Context: an optimization exercise on an open-source flow, tuned for small area, a short achievable clock period and few clock cycles. The choices shown serve that exercise and are no tape-out recipe. Only simulation tests tie the RTL to the original design; equivalence was not proved. No activity file was given, so power comes from the tool's default toggle rates.

==> design.v <==
module rv_core (
    input         clk,
    input         rst,
    output [31:0] imem_addr,
    input  [31:0] imem_rdata,
    output [31:0] dmem_addr,
    output [31:0] dmem_wdata,
    output        dmem_we,
    input  [31:0] dmem_rdata
);
genvar i;
function [32:0] ks32;
    input [31:0] a;
    input [31:0] b;
    input        cin;
    reg   [31:0] g, p, gn, pn;
    integer l, j;
    begin
        g = a & b;
        p = a ^ b;
        g[0] = g[0] | (p[0] & cin);
        for (l = 0; l < 5; l = l + 1) begin
            for (j = 0; j < 32; j = j + 1) begin
                if (j >= (1 << l)) begin
                    gn[j] = g[j] | (p[j] & g[j - (1 << l)]);
                    pn[j] = p[j] & p[j - (1 << l)];
                end else begin
                    gn[j] = g[j];
                    pn[j] = p[j];
                end
            end
            g = gn;
            p = pn;
        end
        ks32 = {g[31], (a ^ b) ^ {g[30:0], cin}};
    end
endfunction
function [29:0] inc30;
    input [29:0] a;
    reg   [29:0] c, cn;
    integer l, j;
    begin
        c = a;
        for (l = 0; l < 5; l = l + 1) begin
            for (j = 0; j < 30; j = j + 1)
                cn[j] = (j >= (1 << l)) ? (c[j] & c[j - (1 << l)]) : c[j];
            c = cn;
        end
        inc30 = a ^ {c[28:0], 1'b1};
    end
endfunction
reg  [31:2] pcF;
reg  [31:0] irD;
reg  [31:2] pcD;
reg  [11:2] tLoD;        
reg         cLoD;        
reg         predTD;      
reg         predRD;      
reg         predLD;      
reg         validD;
reg  [31:1] sel1D, sel2D;        
reg         bAXD, bAMD, bBXD, bBMD;   
reg  [31:0] aX, bX, sdX;
reg         cinX;
reg         selSumX, selSltX, selOrX, selAndX, selSdX;
reg         brX, bneX, predX, jmpX, ldX, stX, wenX, off8X;
reg  [4:0]  rdX;
reg  [31:0] aluM, sdM;
reg         stM, wenM, ldM;
reg  [4:0]  rdM;
wire [31:0] resM = ldM ? dmem_rdata : aluM;
wire [32*32-1:0] rfv;
assign rfv[31:0] = 32'd0;
generate
    for (i = 1; i < 32; i = i + 1) begin : g_rf
        reg [31:0] q;
        always @(posedge clk)
            if (wenM && rdM == i)
                q <= resM;
        assign rfv[32*i +: 32] = q;
    end
endgenerate
wire [31:0] x1 = rfv[63:32];
wire [6:0]  op  = irD[6:0];
wire [2:0]  f3  = irD[14:12];
wire [4:0]  rdD = irD[11:7];
wire isJal   = op[6] & op[3];
wire isJalr  = op[6] & ~op[3] & op[2];
wire isBr    = op[6] & ~op[2];
wire isAlu   = ~op[6] & op[4];
wire isLoad  = ~op[6] & ~op[4] & ~op[5];
wire isStore = ~op[6] & ~op[4] & op[5];
wire usesRs1 = ~isJal;
wire usesRs2 = op[5] & ~op[2];
wire dWrites = ~op[5] | op[4] | op[2];
wire wenD    = validD & dWrites & (rdD != 5'd0);
wire [31:0] ir = imem_rdata;
wire [4:0] rs1F = ir[19:15];
wire [4:0] rs2F = ir[24:20];
wire fJal  = ir[6] & ir[3];
wire fJalr = ir[6] & ~ir[3] & ir[2];
wire fBr   = ir[6] & ~ir[2];
wire fUse1 = ~fJal;
wire fUse2 = ir[5] & ~ir[2];
wire sgn   = ir[31];
wire ffF    = &pcF[11:2];           
wire [31:2] pcInc = inc30(pcF);
wire [32:0] tgfJ = ks32({22'd0, pcF[11:2]}, {22'd0, ir[20], ir[30:25], ir[24:22]}, 1'b0);
wire [32:0] tgfB = ks32({22'd0, pcF[11:2]}, {22'd0, ir[7],  ir[30:25], ir[11:9]},  1'b0);
wire [11:2] tLo = ir[3] ? tgfJ[9:0] : tgfB[9:0];
wire        cLo = ir[3] ? tgfJ[10]  : tgfB[10];
wire [31:0] dec1F, dec2F;
dec5 u_d1 (.a(rs1F), .y(dec1F));
dec5 u_d2 (.a(rs2F), .y(dec2F));
wire [31:0] immI  = {{20{irD[31]}}, irD[31:20]};
wire [31:0] immS  = {{20{irD[31]}}, irD[31:25], irD[11:7]};
wire [31:0] immJ  = {{12{irD[31]}}, irD[19:12], irD[20], irD[30:21], 1'b0};
wire [31:2] linkD = inc30(pcD);
wire [29:0] hiInc = inc30({10'd0, pcD[31:12]});
wire [29:0] hiDec = ~inc30({10'd0, ~pcD[31:12]});
wire [31:12] pcDHiInc = hiInc[19:0];
wire [31:12] pcDHiDec = hiDec[19:0];
wire crossD = cLoD ^ irD[31];
wire fitsJD = (irD[19:12] == {8{irD[31]}});
wire longJD = isJal & ~fitsJD;
wire [31:12] tHiD = ~crossD ? pcD[31:12] : irD[31] ? pcDHiDec : pcDHiInc;
wire [31:2] tgtD = {tHiD, tLoD};
wire [31:0] rfA, rfB;
rf_read u_r1 (.q(rfv), .sel({sel1D, 1'b0}), .y(rfA));
rf_read u_r2 (.q(rfv), .sel({sel2D, 1'b0}), .y(rfB));
wire [31:0] aluOut;
wire sAld = bAMD & ldM;
wire sAal = bAMD & ~ldM;
wire sApc = ~bAMD & isJal;
wire sArf = ~bAMD & ~isJal;
wire [31:0] slowA = ({32{sAld}} & dmem_rdata) | ({32{sAal}} & aluM)
                  | ({32{sApc}} & {pcD, 2'b00}) | ({32{sArf}} & rfA);
wire [31:0] slowB = ({32{bBMD & ldM}} & dmem_rdata) | ({32{bBMD & ~ldM}} & aluM)
                  | ({32{~bBMD}} & rfB);
wire [31:0] valA, valB;
late_mux #(32) u_ba (.d(slowA), .f(aluOut), .s(bAXD), .y(valA));
late_mux #(32) u_bb (.d(slowB), .f(aluOut), .s(bBXD), .y(valB));
wire stall = validD & ldX & (bAXD | bBXD);
wire redirX, skipX;
wire redirD = validD & predTD & crossD & ~longJD & ~stall & ~redirX;
wire goX = validD & ~stall & ~redirX & ~skipX;
wire invB    = isAlu & ~f3[2] & (f3[1] | (op[5] & irD[30]));
wire useImm  = ~op[6] & ~(op[5] & op[4]) | op[2];
wire [31:0] immISJ = isStore ? immS : op[3] ? immJ : immI;
wire sBld = bBMD & ldM & ~useImm;
wire sBal = bBMD & ~ldM & ~useImm;
wire sBrf = ~bBMD & ~useImm;
wire [31:0] bPre  = ({32{sBld}} & dmem_rdata) | ({32{sBal}} & aluM)
                  | ({32{sBrf}} & rfB) | ({32{useImm}} & immISJ);
wire [31:0] bSlow = bPre ^ {32{invB}};
wire [31:0] bFast = aluOut ^ {32{invB}};
wire [31:0] bNext;
late_mux #(32) u_bn (.d(bSlow), .f(bFast), .s(bBXD & ~useImm), .y(bNext));
wire [32:0] aluSum = ks32(aX, bX, cinX);
wire [31:0] sum = aluSum[31:0];
wire lt = (aX[31] == bX[31]) ? aX[31] : sum[31];
wire [31:0] aluSlow = {31'd0, selSltX & lt}
                    | ({32{selOrX}}  & (aX | bX))
                    | ({32{selAndX}} & (aX & bX))
                    | ({32{selSdX}}  & sdX);
late_mux #(32) u_res (.d(aluSlow), .f(sum), .s(selSumX), .y(aluOut));
wire eq    = (aX == bX);
wire taken = eq ^ bneX;
assign skipX  = brX & ~predX & taken & off8X & validD & ~op[6];
assign redirX = (brX & (taken ^ predX) & ~skipX) | jmpX;
wire [31:2] tgtX = brX ? sdX[31:2] : sum[31:2];
wire dX1 = wenD & (rdD == 5'd1);
wire xX1 = wenX & (rdX == 5'd1);
wire mX1 = wenM & (rdM == 5'd1);
wire x1busy = dX1 ? ~(op[6] & op[2]) : xX1 ? ~selSdX : (mX1 & ldM);
wire [31:2] x1p = dX1 ? linkD : xX1 ? sdX[31:2] : mX1 ? aluM[31:2] : x1[31:2];
wire liD   = wenD & isAlu & ~op[5] & (f3 == 3'b000) & (irD[19:15] == 5'd0);
wire liHit = fJalr & liD & (rs1F == rdD) & ~skipX;
wire [12:0] liSum = {irD[31], irD[31:20]} + {ir[31], ir[31:20]};
wire [31:2] tgtL  = {{19{liSum[12]}}, liSum[12:2]};
wire        slowSel = redirX | stall | redirD;
wire [31:2] pcSlow  = redirX ? tgtX : stall ? pcF : redirD ? tgtD : pcInc;
wire        predT, isRet, retSel, takeT;
fpred u_fp (.op({ir[6], ir[3], ir[2]}), .sgn(sgn), .f30(ir[12]), .rs1(rs1F), .rs2(rs2F), .x1busy(x1busy),
            .ff(ffF), .slow(slowSel), .predT(predT), .isRet(isRet),
            .takeT(takeT), .retSel(retSel));
wire [31:2] pcRet;
late_mux #(30) u_pcr (.d(pcSlow), .f(liHit ? tgtL : x1p), .s(retSel | (liHit & ~slowSel)), .y(pcRet));
wire [11:2] pcLo;
late_mux #(10) u_pc (.d(pcRet[11:2]), .f(tLo), .s(takeT), .y(pcLo));
wire [31:2] pcNext = {pcRet[31:12], pcLo};
wire nAX1 = wenD & ~skipX & (rdD == rs1F) & fUse1;
wire nAM1 = wenX & (rdX == rs1F) & fUse1;
wire nAX2 = wenD & ~skipX & (rdD == rs2F) & fUse2;
wire nAM2 = wenX & (rdX == rs2F) & fUse2;
always @(posedge clk) begin
    if (rst)
        pcF <= 30'd0;
    else
        pcF <= pcNext;
    if (stall) begin
        bAXD <= 1'b0;
        bBXD <= 1'b0;
        bAMD <= bAXD;
        bBMD <= bBXD;
    end else begin
        irD    <= ir;
        pcD    <= pcF;
        tLoD   <= tLo;
        cLoD   <= cLo;
        predTD <= predT;
        predRD <= isRet;
        predLD <= liHit;
        sel1D  <= dec1F[31:1];
        sel2D  <= dec2F[31:1];
        bAXD   <= nAX1;
        bAMD   <= nAM1;
        bBXD   <= nAX2;
        bBMD   <= nAM2;
    end
    validD <= ~rst & ~redirX & ~redirD;
    aX      <= valA;
    bX      <= bNext;
    cinX    <= invB;
    sdX     <= isStore ? valB : (isBr & ~predTD) ? {tgtD, 2'b00} : {linkD, 2'b00};
    selSumX <= ~op[6] & ~op[4] | isAlu & ~f3[2] & ~f3[1];
    selSltX <= isAlu & ~f3[2] & f3[1];
    selOrX  <= isAlu & f3[2] & ~f3[0];
    selAndX <= isAlu & f3[2] & f3[0];
    selSdX  <= op[6];
    bneX    <= f3[0];
    predX   <= predTD;
    off8X   <= (irD[31:25] == 7'd0) & (irD[11:7] == 5'b01000);
    rdX     <= rdD;
    if (rst) begin
        brX <= 1'b0; jmpX <= 1'b0; ldX <= 1'b0; stX <= 1'b0; wenX <= 1'b0;
    end else begin
        brX  <= goX & isBr;
        jmpX <= goX & ((isJalr & ~(predRD & (irD[31:20] == 12'd0)) & ~predLD) | (isJal & (~predTD | longJD)));
        ldX  <= goX & isLoad & wenD;
        stX  <= goX & isStore;
        wenX <= goX & wenD;
    end
    aluM <= aluOut;
    sdM  <= sdX;
    rdM  <= rdX;
    ldM  <= ldX;
    if (rst) begin
        stM <= 1'b0; wenM <= 1'b0;
    end else begin
        stM  <= stX;
        wenM <= wenX;
    end
end
assign imem_addr  = {pcF, 2'b00};
assign dmem_addr  = aluM;
assign dmem_wdata = sdM;
assign dmem_we    = stM;
endmodule
module dec5 (
    input  [4:0]  a,
    output [31:0] y
);
wire [3:0] lo = 4'b0001 << a[1:0];
wire [7:0] hi = 8'b00000001 << a[4:2];
genvar i;
generate
    for (i = 0; i < 32; i = i + 1) begin : g_y
        assign y[i] = lo[i % 4] & hi[i / 4];
    end
endgenerate
endmodule
module rf_read (
    input  [32*32-1:0] q,
    input  [31:0]      sel,
    output [31:0]      y
);
reg [31:0] acc;
integer k;
always @* begin
    acc = 32'd0;
    for (k = 1; k < 32; k = k + 1)
        acc = acc | (q[32*k +: 32] & {32{sel[k]}});
end
assign y = acc;
endmodule
module late_mux #(parameter N = 32) (
    input  [N-1:0] d,
    input  [N-1:0] f,
    input          s,
    output [N-1:0] y
);
assign y = s ? f : d;
endmodule
module fpred (
    input  [2:0] op,         
    input        sgn,        
    input        f30,        
    input  [4:0] rs1,
    input  [4:0] rs2,
    input        x1busy,
    input        ff,
    input        slow,
    output       predT,
    output       isRet,
    output       takeT,
    output       retSel
);
assign predT  = op[2] & (op[1] | (~op[0] & ((rs1 == rs2) ? ~f30 : sgn))) & ~ff;
assign isRet  = op[2] & ~op[1] & op[0] & (rs1 == 5'd1) & ~x1busy;
assign takeT  = predT & ~slow;
assign retSel = isRet & ~slow;
endmodule
==> flow/run.sh <==
#!/bin/bash
# Layout flow: the standard layout (standard.sh), with two changes:
#  - the buffers that buffer_ports puts on every input and output port are
#    sky130_fd_sc_hd__buf_4 instead of the cell OpenROAD picks by default
#    (clkdlybuf4s50_1, a clock-delay buffer);
#  - synthesis does not map adders to the library's full/half-adder cells
#    (ADDER_MAP_FILE empty), so ABC maps the carry logic itself.  This changes
#    only combinational logic; the registers are those of the standard
#    synthesis.
# make's full output goes to flow.log.
set -euo pipefail
bash standard.sh "ADDER_MAP_FILE=" "BUFFER_PORTS_ARGS=-buffer_cell sky130_fd_sc_hd__buf_4" finish > flow.log 2>&1
==> standard.sh <==
#!/bin/bash
# synth_recipe.tcl (not shown) runs the flow's synth.tcl, then flattens the netlist and writes it again
# the make line also repeats each setting of config.mk as NAME=value (left out here)
make -C /OpenROAD-flow-scripts/flow DESIGN_CONFIG=/design/flow/config.mk WORK_HOME=/design/flow/orfs CLKGATE_MAP_FILE= SYNTH_SCRIPT=/design/flow/synth_recipe.tcl "${@:-finish}"
==> config.mk <==
export PLATFORM = sky130hd
export DESIGN_NAME = rv_core
export DESIGN_NICKNAME = rv_core
export VERILOG_FILES = /design/flow/design.v
export SDC_FILE = /design/flow/constraint.sdc
export NUM_CORES = 8
export LEC_CHECK = 0
export ABC_AREA = 1
export CAP_MARGIN = 20
export CORE_MARGIN = 2
export CORE_UTILIZATION = 40
export CTS_CLUSTER_DIAMETER = 100
export CTS_CLUSTER_SIZE = 20
export SETUP_SLACK_MARGIN = 5
export SLEW_MARGIN = 20
==> constraint.sdc <==
create_clock -name core_clock -period 8.0 [get_ports {clk}]
set_input_delay 1.6000 -clock core_clock [delete_from_list [all_inputs] [get_ports {clk}]]
set_output_delay 1.6000 -clock core_clock [all_outputs]
set_load 0.01 [all_outputs]
==> impl_metrics.py <==
metrics = {
    "timing": {
        "relSlewSlack_pct": 20.3,
        "finalSetupTns_ps": 0,
        "finalSetupViolations": 0,
        "worst_pin_slew_ps": 1190,
        "rsz0062_at_grt": "yes",
        "fin_ws_ps": 4820,
        "final_max_slew_viol_count": 0,
        "fin_crit_sh_pct": 39.7,
        "hold_violations": 0,
        "max_freq_ghz": 0.315,
        "skew_ps": 31.4,
        "period_minus_slack_ps": 3180,
    },
    "clock_network": {
        "hold_buffers": 0,
        "cts_tree": "done",
        "clk_path_buf_depth": 3,
        "cts-root-buf": "clkbuf_16",
        "cts_buffers": 81,
        "insertion_delay_ps": 750,
        "clkSinkCount": 1350,
        "clk_pin_slew_ps": 100,
        "htreeDepth": 3,
    },
    "worst_setup_path": {
        "rr_startpoint": "sel2D[4]",
        "critPathKind": "flip-flop to flip-flop",
        "slowest_stage": "nand4_1",
        "r2r_slack_ps": 4820,
        "required_ps": 8690,
        "worstPathCellList": "buf_12 -> nand2_1 -> nand2_1 -> a2111oi_4 -> nand4_1 -> nand2_1 -> a21oi_1 -> o21ai_0 -> xor2_1",
        "critPathMaxFanout": 27,
        "startpoint": "sel2D[4]",
        "r2r-end": "bX[10]",
        "worstSetupEndpointType": "flip-flop",
        "cp-start-kind": "flip-flop",
        "cp-endpoint": "bX[10]",
        "slowest_delay_ps": 780,
        "crit_arrival_ps": 3860,
        "r2r.worst_path.cells": 9,
        "worst_path_most_repeated_cell": "nand2_1",
    },
    "synthesis": {
        "ys_ff_latch": 1350,
        "yosys_warnings": 2,
        "post_synth_num_cell_types": 66,
        "synth.avg_cell_area_um2": 9.44,
        "syn-instance-count": 6830,
        "synth_edf_count": 1128,
        "async_reset_ff_share_pct": 0,
        "ys.flop_type": "edfxtp_1",
        "mappedNetlistArea_um2": 64500,
        "ys_seq_area_share_pct": 59.4,
    },
    "grt": {
        "globalRouteOverflowTotal": 0,
        "gr-usage-all-layers_pct": 38.3,
        "grt_pass1_vias": 54305,
        "antenna_found_initial": 23,
        "grt_max_degree": 84,
        "grt_pass1_wl_um": 435000,
    },
    "floorplan": {
        "start_util_pct": 40.2,
        "fp-row-count": 147,
        "die_h_um": 405,
        "ios": 163,
        "design.core.area_um2": 160000,
        "die_width_um": 405,
        "die-area_um2": 164000,
    },
    "placed_design": {
        "dpl_worst_slack_ps": 3210,
        "place_congestion": 1.03,
        "placedInstanceArea_um2": 69100,
        "post-dp-hpwl_um": 207000,
        "placed_cells": 9009,
        "port_buffers": 158,
    },
    "routing": {
        "vias": 59715,
        "vias_per_cell": 6.45,
        "wl_per_cell_um": 35.1,
        "post-route-drc-count": 0,
        "dr.pass1.iters": 8,
        "drt_iter0_markers": 10450,
        "wirelength_um": 325000,
        "ant_nets": 0,
    },
    "cells_and_area": {
        "finalNetCount": 7119,
        "final_cell_mix": "nand2_1 (2175), edfxtp_1 (1128), buf_4 (424), nor2_1 (359), inv_1 (349)",
        "instances_no_fill": 9260,
        "post_route_cells_drive_above_1_share_pct": 13.2,
        "final_area_um2": 73900,
        "final_common_cell": "nand2_1",
        "syn_to_final_growth_pct": 14.6,
    },
    "worst_hold_path": {
        "min_path_type": "flip-flop to flip-flop",
    },
    "flow_run": {
        "max_cap_viol_count": 0,
    },
    "status": {
        "outcome": "no timing/DRC/antenna violations",
    },
    "pwr": {
        "power_density_nw_per_um2": 214,
        "power_mw": 15.8,
        "irDropWorstVdd_v": 0.000171,
        "switching_share_pct": 31.3,
        "internal_power_mw": 10.9,
        "p_comb_share_pct": 17.9,
        "p_leak_nw": 27.2,
        "switchingPower_mw": 4.96,
        "clkPwrFrac_pct": 28.4,
        "pwr-share-seq_pct": 53.7,
    },
}
-- kinds of logic (layout without fill, tap and decap cells) --
family          Yosys count  in the layout  synth area share, %
simple gates           3373           3375                 21.8
flops                  1350           1350                 59.4
compound gates         1240           1240                 12.4
buf+inv                 720            984                 4.29
xor+xnor                146            146                 2.01
other cells               1              5              0.00582
-- repair_timing --
item                       in CTS  in global routing
resized for setup             187                176
pin swaps                      16                 39
setup endpoints to repair     153                484
buffers inserted               56                 59
cloned                          4                  2
-- synthesized netlist by cell type, types with 38 or more instances --
cell type | number | area [µm²]
a211oi_1 | 43 | 323
a21oi_1 | 313 | 1570
a221oi_1 | 147 | 1290
a22o_1 | 132 | 1160
clkbuf_1 | 289 | 1080
dfxtp_1 | 222 | 4440
edfxtp_1 | 1128 | 33900
inv_1 | 365 | 1370
nand2_1 | 2216 | 8320
nand3_1 | 355 | 1780
nand4_1 | 211 | 1320
nor2_1 | 430 | 1610
nor3_1 | 64 | 320
nor4_1 | 38 | 238
o211ai_1 | 49 | 368
o21ai_0 | 358 | 1790
xor2_1 | 117 | 1020
-- routing by layer --
layer	track usage, %	vias to the layer above	wire length, µm	part of all wire (%)
met5	0	-	206	0.063
met4	25.4	30	27800	8.6
met3	12.6	1296	48700	15
met2	55.4	5179	133000	41
met1	48.9	28688	115000	35
li1	-	24522	-	-
-- critical path: cells and delay by family (launching register included) --
kind,cells,cell delay (ps)
and+or+nand+nor,4,1300
xor gates and xnor gates,1,160
buffers and inverters,1,280
DFF,1,590
AOI/OAI and AO/OA,3,730
-- worst min path at each step --
| stage | from | cells after the start | to | slack, ps |
|---|---|---|---|---|
| after detailed placement | ldX | 0 | ldM | 340 |
| final | ldX | 0 | ldM | 360 |
| after CTS | ldX | 0 | ldM | 360 |
| after global placement | ldX | 0 | ldM | 330 |
| after global routing | ldX | 0 | ldM | 370 |
| after floorplan | rdX[0] | 0 | rdM[0] | 330 |
-- cell type report --
type,instances,area (µm²)
Multi-Input combinational cell,4763,24800
Sequential cell,1350,38400
Timing Repair Buffer,474,3990
Inverter,382,1520
Timing Repair inverter,1,6.26
Tap cell,2160,2700
Fill cell,15124,86300
Clock inverter,15,175
Antenna cell,3,7.51
Clock buffer,112,2210
-- power by group through the flow --
stage / sequential (mW) / combinational, mW / clock (mW)
CTS: 8.47 / 2.62 / 4.50
global route: 8.50 / 2.96 / 4.73
global placement: 8.64 / 2.53 / 0
finish: 8.50 / 2.83 / 4.50
detailed placement: 8.63 / 2.53 / 0
floorplan: 8.48 / 1.33 / 0
-- metrics by stage --
step / hold WS (ps) / utilization [%]
after global placement: 332 / 43.1
after global routing: 367 / 46.1
after detailed placement: 342 / 43.2
after CTS: 356 / 45.3
after floorplan: 331 / -
final: 356 / 46.1
-- state kept, by name, indices dropped and copies added (netlist names), 10 cells and up --
name,flops
sel1D,31
irD,30
bX,32
pcD,30
aX,32
sdX,32
sel2D,31
sdM,32
pcF,30
tLoD,10
aluM,32
g_rf.q,992
Testbench counts, summed over its fixed seeds: cycles 98,793.

static timing again, ports no longer ideal:
How much do the figures lean on ideal ports? The routed layout below was timed once more, with nothing changed but the port constraints.
Step 1 assumes that a clkbuf_16 drives the clock port and a buf_2 every other input.
Step 2 moves the port delays by t, midway between the first and last clock arrival at a register: inputs arrive t later, outputs are due t later. That takes back most of the time a late clock gives input paths.
Three values: ideal ports, drivers, drivers and shift; two values: the first two.
t (ns): 0.826
setup WS [ns]: 4.825 / 4.825 / 4.249
worst setup path at the end: input to register
worst register clock-pin slew, ns: 0.10 / 0.10
After both steps setup and hold are still met in this run. The setup slack of this run moves by 0.000 ns with the drivers and by -0.576 ns with both steps.
